Source: an optimization exercise on an open RTL-to-GDS flow (aim: small area and a short achievable clock period). Production flows keep margins and buffers that such runs may drop.
Where RTL was checked, it was by simulation tests only, not by an equivalence proof against the original.
No activity file was given, so power comes from the tool's default toggle rates.

==> run a: inputs <==
==> flow/design.v <==
module bowling(clock, reset, calculate_score, pin_count, roll, score);
input clock;
input reset;
input calculate_score;
input [3:0] pin_count;
input roll;
output [8:0] score;
reg [8:0] score;
reg [3:0] e [0:10];
reg [3:0] o [0:10];
reg [4:0] diff;           
reg ph;                   
reg [4:0] s01;            
reg st;                   
wire [3:0] a = ph ? o[0] : e[0];
wire [3:0] b = ph ? e[0] : o[0];
wire [3:0] c = ph ? o[1] : e[1];
wire [3:0] d = ph ? e[1] : o[1];
wire bon = st || (s01 == 5'd10);
wire [8:0] score_next = score + s01 + (bon ? c : 4'd0);
wire calc = calculate_score && !roll;
wire shift_e = calc && !(ph && st);
wire shift_o = calc && !(!ph && st);
wire wr_o = roll && (ph ^ diff[0]);
wire wr_e = roll && !(ph ^ diff[0]);
wire head = (diff[4:1] == 4'd0);
wire [4:0] s01_r = pin_count + (diff[0] ? a : b);
wire st_r = diff[0] ? st : (pin_count == 4'd10);
wire [3:0] a_c = st ? b : c;
wire [4:0] s01_c = c + (st ? b : d);
wire st_c = (a_c == 4'd10);
wire [4:0] diff_r = diff + 5'd1;
wire [4:0] diff_c = st ? diff - 5'd1 : diff - 5'd2;
integer i;
reg we, wo;
always @(posedge clock) begin
   for (i = 0; i < 11; i = i + 1) begin
      we = wr_e && (diff[4:1] == i);
      wo = wr_o && (diff[4:1] == i);
      e[i] <= ({4{we}} & pin_count)
            | ({4{shift_e}} & ((i < 10) ? e[i+1] : e[i]))
            | ({4{!we && !shift_e}} & e[i]);
      o[i] <= ({4{wo}} & pin_count)
            | ({4{shift_o}} & ((i < 10) ? o[i+1] : o[i]))
            | ({4{!wo && !shift_o}} & o[i]);
   end
end
wire up_r = roll && head;
wire up_c = calc;
always @(posedge clock) begin
   s01 <= ({5{up_r}} & s01_r) | ({5{up_c}} & s01_c) | ({5{!up_r && !up_c}} & s01);
   st <= (up_r & st_r) | (up_c & st_c) | (!up_r && !up_c && st);
end
always @(posedge clock) begin
   if (reset) begin
      score <= 0;
      diff <= 0;
      ph <= 0;
   end
   else if (roll)
      diff <= diff_r;
   else if (calculate_score) begin
      score <= score_next;
      diff <= diff_c;
      ph <= ph ^ st;
   end
end
endmodule
==> flow/flow/run.sh <==
#!/bin/bash
# The standard layout (standard.sh) with two changes: each port is buffered
# by buf_2 rather than the cell buffer_ports picks by default, and clock tree
# synthesis inserts no dummy loads and clusters up to 24 sinks per buffer. ORFS keeps each step's log under
# orfs/logs; make's own output goes to make.log.
set -euo pipefail
export BUFFER_PORTS_ARGS="-buffer_cell sky130_fd_sc_hd__buf_2"
export CTS_ARGS="-sink_clustering_enable -repair_clock_nets -buf_list {sky130_fd_sc_hd__clkbuf_4 sky130_fd_sc_hd__clkbuf_8} -dont_use_dummy_load -sink_clustering_size 24 -sink_clustering_max_diameter 100"
bash standard.sh > make.log 2>&1
==> flow/standard.sh <==
#!/bin/bash
# synth_recipe.tcl (not shown) runs the flow's synth.tcl, then flattens the netlist and writes it again
# the make line also repeats each setting of config.mk as NAME=value (left out here)
make -C /OpenROAD-flow-scripts/flow DESIGN_CONFIG=/design/flow/config.mk WORK_HOME=/design/flow/orfs CLKGATE_MAP_FILE= SYNTH_SCRIPT=/design/flow/synth_recipe.tcl "${@:-finish}"
==> flow/config.mk <==
export PLATFORM = sky130hd
export DESIGN_NAME = bowling
export DESIGN_NICKNAME = bowling
export VERILOG_FILES = /design/flow/design.v
export SDC_FILE = /design/flow/constraint.sdc
export NUM_CORES = 4
export LEC_CHECK = 0
export CAP_MARGIN = 20
export CORE_MARGIN = 2
export CORE_UTILIZATION = 40
export SETUP_SLACK_MARGIN = 2.4
export SLEW_MARGIN = 20
==> flow/constraint.sdc <==
create_clock -name core_clock -period 5.0 [get_ports {clock}]
set_input_delay 1.0000 -clock core_clock [delete_from_list [all_inputs] [get_ports {clock}]]
set_output_delay 1.0000 -clock core_clock [all_outputs]
set_load 0.01 [all_outputs]
==> run b: changes against run a <==
--- a/flow/design.v
+++ b/flow/design.v
@@ -14,2 +14,3 @@
 reg st;                   
+reg bon;                  
 wire [3:0] a = ph ? o[0] : e[0];
@@ -18,3 +19,2 @@
 wire [3:0] d = ph ? e[1] : o[1];
-wire bon = st || (s01 == 5'd10);
 wire [8:0] score_next = score + s01 + (bon ? c : 4'd0);
@@ -28,2 +28,3 @@
 wire st_r = diff[0] ? st : (pin_count == 4'd10);
+wire bon_r = st_r || (s01_r == 5'd10);
 wire [3:0] a_c = st ? b : c;
@@ -31,2 +32,3 @@
 wire st_c = (a_c == 4'd10);
+wire bon_c = st_c || (s01_c == 5'd10);
 wire [4:0] diff_r = diff + 5'd1;
@@ -40,6 +42,6 @@
       e[i] <= ({4{we}} & pin_count)
-            | ({4{shift_e}} & ((i < 10) ? e[i+1] : e[i]))
+            | ({4{shift_e}} & ((i < 10) ? e[i+1] : 4'd0))
             | ({4{!we && !shift_e}} & e[i]);
       o[i] <= ({4{wo}} & pin_count)
-            | ({4{shift_o}} & ((i < 10) ? o[i+1] : o[i]))
+            | ({4{shift_o}} & ((i < 10) ? o[i+1] : 4'd0))
             | ({4{!wo && !shift_o}} & o[i]);
@@ -52,2 +54,3 @@
    st <= (up_r & st_r) | (up_c & st_c) | (!up_r && !up_c && st);
+   bon <= (up_r & bon_r) | (up_c & bon_c) | (!up_r && !up_c && bon);
 end
==> flow/flow/run.sh (replaced) <==
#!/bin/bash
# The standard layout (standard.sh) with two changes: each port is buffered
# by buf_2 rather than the cell buffer_ports picks by default, and clock tree
# synthesis inserts no dummy loads. ORFS keeps each step's log under
# orfs/logs; make's own output goes to make.log.
set -euo pipefail
export BUFFER_PORTS_ARGS="-buffer_cell sky130_fd_sc_hd__buf_2"
export CTS_ARGS="-sink_clustering_enable -repair_clock_nets -buf_list {sky130_fd_sc_hd__clkbuf_4 sky130_fd_sc_hd__clkbuf_8} -dont_use_dummy_load"
bash standard.sh > make.log 2>&1
==> run c: changes against run a <==
--- a/flow/design.v
+++ b/flow/design.v
@@ -14,6 +14,8 @@
 reg st;                   
+reg [3:0] cc;             
 wire [3:0] a = ph ? o[0] : e[0];
 wire [3:0] b = ph ? e[0] : o[0];
-wire [3:0] c = ph ? o[1] : e[1];
+wire [3:0] c = cc;
 wire [3:0] d = ph ? e[1] : o[1];
+wire [3:0] f = ph ? o[2] : e[2];
 wire bon = st || (s01 == 5'd10);
@@ -31,2 +33,3 @@
 wire st_c = (a_c == 4'd10);
+wire [3:0] cc_c = st ? d : f;
 wire [4:0] diff_r = diff + 5'd1;
@@ -40,6 +43,6 @@
       e[i] <= ({4{we}} & pin_count)
-            | ({4{shift_e}} & ((i < 10) ? e[i+1] : e[i]))
+            | ({4{shift_e}} & ((i < 10) ? e[i+1] : 4'd0))
             | ({4{!we && !shift_e}} & e[i]);
       o[i] <= ({4{wo}} & pin_count)
-            | ({4{shift_o}} & ((i < 10) ? o[i+1] : o[i]))
+            | ({4{shift_o}} & ((i < 10) ? o[i+1] : 4'd0))
             | ({4{!wo && !shift_o}} & o[i]);
@@ -52,2 +55,4 @@
    st <= (up_r & st_r) | (up_c & st_c) | (!up_r && !up_c && st);
+   cc <= ({4{roll && diff == 5'd2}} & pin_count) | ({4{up_c}} & cc_c)
+       | ({4{!(roll && diff == 5'd2) && !up_c}} & cc);
 end
==> flow/flow/run.sh (replaced) <==
#!/bin/bash
# The standard layout (standard.sh) with two changes: each port is buffered
# by buf_2 rather than the cell buffer_ports picks by default, and clock tree
# synthesis inserts no dummy loads. ORFS keeps each step's log under
# orfs/logs; make's own output goes to make.log.
set -euo pipefail
export BUFFER_PORTS_ARGS="-buffer_cell sky130_fd_sc_hd__buf_2"
export CTS_ARGS="-sink_clustering_enable -repair_clock_nets -buf_list {sky130_fd_sc_hd__clkbuf_4 sky130_fd_sc_hd__clkbuf_8} -dont_use_dummy_load"
bash standard.sh > make.log 2>&1
==> comparison table <==
Worst-case vdd ir drop: run b 155 uV; run c 243 uV; run a 155 uV
Internal portion of total power: run b 0.00176 W; run c 0.00175 W; run a 0.00162 W
Final non-filler cell total: run b 764; run c 779; run a 728
Compound-cell area share of the yosys netlist: run b 26.7%; run c 29.2%; run a 30.3%
Number of non-clock buffers: run b 25; run c 28; run a 26
Gate count after technology mapping: run b 575; run c 576; run a 547
Fraction of synthesized area in multiplexers: run b 2.50%; run c 4.19%; run a 4.93%
Met3 usage in global routing: run b 4.75%; run c 5.09%; run a 4.76%
Setup clock skew after layout: run b 32.2 ps; run c 23.7 ps; run a 31.1 ps
Routed length on met1: run b 6.41 mm; run c 6.78 mm; run a 5.55 mm
Portion of the post-synthesis area used by sequential elements: run b 41.1%; run c 38.6%; run a 40.4%
Start point of the critical path: run b ph; run c s01[2]; run a ph
Worst Path Buf+Inv: run b 0; run c 3; run a 1
DR vias: run b 4309; run c 4528; run a 4172
Slew at the pin closest to its max-slew limit: run b 615 ps; run c 657 ps; run a 723 ps
DPL Wire Length: run b 8.28 mm; run c 8.98 mm; run a 8.08 mm
PD cells: run b 467 mW/mm^2; run c 401 mW/mm^2; run a 409 mW/mm^2
Result of the run: run b finished clean; run c finished clean; run a finished clean
No functional check of the RTL was part of run c.


==> v29 <==
RTL: the design.v shown in full above, as it stands there.
Settings: LEC_CHECK=0, CAP_MARGIN=20, CORE_MARGIN=2, CORE_UTILIZATION=40, SETUP_SLACK_MARGIN=2.2, SLEW_MARGIN=20; clock period 5.0 ns.
standard.sh (not shown) runs the stock make flow with config.mk's settings and CLKGATE_MAP_FILE= SYNTH_SCRIPT=/design/flow/synth_recipe.tcl, a recipe that flattens the netlist after the stock synthesis.
==> flow/flow/run.sh <==
#!/bin/bash
# The standard layout (standard.sh) with two changes: each port is buffered
# by buf_2 rather than the cell buffer_ports picks by default, and clock tree
# synthesis inserts no dummy loads. ORFS keeps each step's log under
# orfs/logs; make's own output goes to make.log.
set -euo pipefail
export BUFFER_PORTS_ARGS="-buffer_cell sky130_fd_sc_hd__buf_2"
export CTS_ARGS="-sink_clustering_enable -repair_clock_nets -buf_list {sky130_fd_sc_hd__clkbuf_4 sky130_fd_sc_hd__clkbuf_8} -dont_use_dummy_load"
bash standard.sh > make.log 2>&1
==> inputs of v18, as changes to v29 <==
==> flow/design.v, changed modules only <==
module bowling(clock, reset, calculate_score, pin_count, roll, score);
input clock;
input reset;
input calculate_score;
input [3:0] pin_count;
input roll;
output [8:0] score;
reg [8:0] score;
reg [3:0] e [0:10];
reg [3:0] o [0:10];
reg [3:0] q;              
reg bw;                   
reg ph;                   
reg [4:0] s01;            
reg st;                   
wire [3:0] a = ph ? o[0] : e[0];
wire [3:0] b = ph ? e[0] : o[0];
wire [3:0] c = ph ? o[1] : e[1];
wire [3:0] d = ph ? e[1] : o[1];
wire bon = st || (s01 == 5'd10);
wire [8:0] score_next = score + s01 + (bon ? c : 4'd0);
wire calc = calculate_score && !roll;
wire shift_e = calc && !(ph && st);
wire shift_o = calc && !(!ph && st);
wire wr_o = roll && bw;
wire wr_e = roll && !bw;
wire d0 = bw ^ ph;        
wire head = (q == 4'd0);
wire [4:0] s01_r = pin_count + (bw ? e[0] : o[0]);
wire st_r = d0 ? st : (pin_count == 4'd10);
wire [3:0] a_c = st ? b : c;
wire [4:0] s01_c = c + (st ? b : d);
wire st_c = (a_c == 4'd10);
wire [3:0] q_n = q + (roll ? {3'b0, d0} : (st && d0) ? 4'd0 : 4'hf);
integer i;
reg we, wo;
always @(posedge clock) begin
   for (i = 0; i < 11; i = i + 1) begin
      we = wr_e && (q == i);
      wo = wr_o && (q == i);
      e[i] <= ({4{we}} & pin_count)
            | ({4{shift_e}} & ((i < 10) ? e[i+1] : e[i]))
            | ({4{!we && !shift_e}} & e[i]);
      o[i] <= ({4{wo}} & pin_count)
            | ({4{shift_o}} & ((i < 10) ? o[i+1] : o[i]))
            | ({4{!wo && !shift_o}} & o[i]);
   end
end
wire up_r = roll && head;
wire up_c = calc;
always @(posedge clock) begin
   s01 <= ({5{up_r}} & s01_r) | ({5{up_c}} & s01_c) | ({5{!up_r && !up_c}} & s01);
   st <= (up_r & st_r) | (up_c & st_c) | (!up_r && !up_c && st);
end
always @(posedge clock) begin
   if (reset) begin
      score <= 0;
      q <= 0;
      bw <= 0;
      ph <= 0;
   end
   else if (roll || calculate_score) begin
      q <= q_n;
      if (roll)
         bw <= !bw;
      else begin
         score <= score_next;
         ph <= ph ^ st;
      end
   end
end
endmodule
--- a/flow/config.mk
+++ b/flow/config.mk
@@ -9,4 +9,4 @@
 export CORE_MARGIN = 2
 export CORE_UTILIZATION = 40
-export SETUP_SLACK_MARGIN = 2.2
+export SETUP_SLACK_MARGIN = 2.4
 export SLEW_MARGIN = 20
==> inputs of v6, as changes to v29 <==
==> flow/design.v, changed modules only <==
module bowling(clock, reset, calculate_score, pin_count, roll, score);
input clock;
input reset;
input calculate_score;
input [3:0] pin_count;
input roll;
output [8:0] score;
reg [8:0] score;
reg [3:0] e [0:10];
reg [3:0] o [0:10];
reg [4:0] diff;           
reg ph;                   
reg [4:0] s01;            
reg st;                   
reg bon;                  
reg [3:0] cc;             
wire [3:0] a = ph ? o[0] : e[0];
wire [3:0] b = ph ? e[0] : o[0];
wire [3:0] c = cc;
wire [3:0] d = ph ? e[1] : o[1];
wire [3:0] f = ph ? o[2] : e[2];
wire [8:0] score_next = score + s01 + (bon ? c : 4'd0);
wire calc = calculate_score && !roll;
wire shift_e = calc && !(ph && st);
wire shift_o = calc && !(!ph && st);
wire wr_o = roll && (ph ^ diff[0]);
wire wr_e = roll && !(ph ^ diff[0]);
wire head = (diff[4:1] == 4'd0);
wire [4:0] s01_r = pin_count + (diff[0] ? a : b);
wire st_r = diff[0] ? st : (pin_count == 4'd10);
wire bon_r = st_r || (s01_r == 5'd10);
wire [3:0] a_c = st ? b : c;
wire [4:0] s01_c = c + (st ? b : d);
wire st_c = (a_c == 4'd10);
wire bon_c = st_c || (s01_c == 5'd10);
wire [3:0] cc_c = st ? d : f;
wire [4:0] diff_r = diff + 5'd1;
wire [4:0] diff_c = st ? diff - 5'd1 : diff - 5'd2;
integer i;
reg we, wo;
always @(posedge clock) begin
   for (i = 0; i < 11; i = i + 1) begin
      we = wr_e && (diff[4:1] == i);
      wo = wr_o && (diff[4:1] == i);
      e[i] <= ({4{we}} & pin_count)
            | ({4{shift_e}} & ((i < 10) ? e[i+1] : 4'd0))
            | ({4{!we && !shift_e}} & e[i]);
      o[i] <= ({4{wo}} & pin_count)
            | ({4{shift_o}} & ((i < 10) ? o[i+1] : 4'd0))
            | ({4{!wo && !shift_o}} & o[i]);
   end
end
wire up_r = roll && head;
wire up_c = calc;
always @(posedge clock) begin
   s01 <= ({5{up_r}} & s01_r) | ({5{up_c}} & s01_c) | ({5{!up_r && !up_c}} & s01);
   st <= (up_r & st_r) | (up_c & st_c) | (!up_r && !up_c && st);
   bon <= (up_r & bon_r) | (up_c & bon_c) | (!up_r && !up_c && bon);
   cc <= ({4{roll && diff == 5'd2}} & pin_count) | ({4{up_c}} & cc_c)
       | ({4{!(roll && diff == 5'd2) && !up_c}} & cc);
end
always @(posedge clock) begin
   if (reset) begin
      score <= 0;
      diff <= 0;
      ph <= 0;
   end
   else if (roll)
      diff <= diff_r;
   else if (calculate_score) begin
      score <= score_next;
      diff <= diff_c;
      ph <= ph ^ st;
   end
end
endmodule
==> flow/run.sh (new file) <==
#!/bin/bash
# synth_recipe.tcl (not shown) runs the flow's synth.tcl, then flattens the netlist and writes it again
# the make line also repeats each setting of config.mk as NAME=value (left out here)
make -C /OpenROAD-flow-scripts/flow DESIGN_CONFIG=/design/flow/config.mk WORK_HOME=/design/flow/orfs CLKGATE_MAP_FILE= SYNTH_SCRIPT=/design/flow/synth_recipe.tcl finish
--- a/flow/config.mk
+++ b/flow/config.mk
@@ -9,4 +9,5 @@
 export CORE_MARGIN = 2
 export CORE_UTILIZATION = 40
-export SETUP_SLACK_MARGIN = 2.2
+export CTS_BUF_LIST = sky130_fd_sc_hd__clkbuf_4 sky130_fd_sc_hd__clkbuf_8
+export SETUP_SLACK_MARGIN = 2.9
 export SLEW_MARGIN = 20
removed: flow/flow/run.sh
removed: flow/standard.sh
==> inputs of v2, as changes to v29 <==
--- a/flow/design.v
+++ b/flow/design.v
@@ -39,8 +39,8 @@
       wo = wr_o && (diff[4:1] == i);
       e[i] <= ({4{we}} & pin_count)
-            | ({4{shift_e}} & ((i < 10) ? e[i+1] : e[i]))
+            | ({4{shift_e}} & ((i < 10) ? e[i+1] : 4'd0))
             | ({4{!we && !shift_e}} & e[i]);
       o[i] <= ({4{wo}} & pin_count)
-            | ({4{shift_o}} & ((i < 10) ? o[i+1] : o[i]))
+            | ({4{shift_o}} & ((i < 10) ? o[i+1] : 4'd0))
             | ({4{!wo && !shift_o}} & o[i]);
    end
--- a/flow/config.mk
+++ b/flow/config.mk
@@ -9,4 +9,4 @@
 export CORE_MARGIN = 2
 export CORE_UTILIZATION = 40
-export SETUP_SLACK_MARGIN = 2.2
+export SETUP_SLACK_MARGIN = 2.4
 export SLEW_MARGIN = 20
==> run notes <==
metric	v2	v29	v6	v18
Router iterations before antenna repair	6	5	4	4
P per Cell Area	379.9 nW/um^2	407.9 nW/um^2	485.1 nW/um^2	458.9 nW/um^2
Internal Pwr Total	1.541 mW	1.604 mW	2.250 mW	1.864 mW
Layout buffering overhead excluding clock cells	0.03353	0.02226	0.07054	0.03092
Synth Instances	562	547	581	537
Worst setup path endpoint	score[8]	score[5]	bon	score[8]
Filler cell count	1310	1311	1277	1260
Num CTS Buffers	9	9	17	9
Routed wire length	13.34 mm	11.70 mm	15.20 mm	11.97 mm
Outcome	finished clean	finished clean	finished clean	finished clean
Xor/xnor cell area share of the yosys netlist	0.01897	0.01737	0.01316	0.007996
Clock sinks	109	109	114	109
Post-synth top area share	0.3938	0.4038	0.3934	0.3984
CP peak stage delay	0.49 ns	0.43 ns	0.57 ns	0.49 ns
Hold Worst Slack	0.4612 ns	0.4566 ns	0.4524 ns	0.4563 ns
Met3 capacity usage during global routing	0.03792	0.03066	0.04553	0.04558
The RTL of v18 and v6 was laid out without a check of its function.

afterwards: timing with drivers on the ports:
The flow's constraints put no driver on any port. The routed layouts listed below were extracted and timed again, unchanged, in two steps.
Step 1 assumes that a clkbuf_16 drives the clock port and a buf_2 every other input.
Step 2, shift: input delay + t, output delay - t, t = (earliest + latest rising clock arrival at the registers) / 2. This alone moves slack from input paths to output paths.
Three values: ideal, step 1, step 2; two values: the first two.
| run | t (ns) | slack for setup (ns) | worst hold slack (ns) |
|---|---|---|---|
| run a | 0.407 | 2.415 / 2.415 / 2.163 | 0.459 / 0.459 / 0.459 |
| run b | 0.411 | 2.313 / 2.313 / 2.078 | 0.451 / 0.451 / 0.451 |
| run c | 0.461 | 2.337 / 2.337 / 2.180 | 0.450 / 0.450 / 0.450 |
| v29 | 0.411 | 2.346 / 2.346 / 2.162 | 0.457 / 0.457 / 0.457 |
| v18 | 0.403 | 2.256 / 2.256 / 2.256 | 0.456 / 0.456 / 0.456 |
| v6 | 0.475 | 2.458 / 2.458 / 2.196 | 0.452 / 0.452 / 0.452 |
| v2 | 0.411 | 2.414 / 2.414 / 2.135 | 0.461 / 0.461 / 0.461 |
After both steps setup and hold are still met in every run listed. The setup slack of v2, which loses most, moves by 0.000 ns with the drivers and by -0.279 ns with both steps.
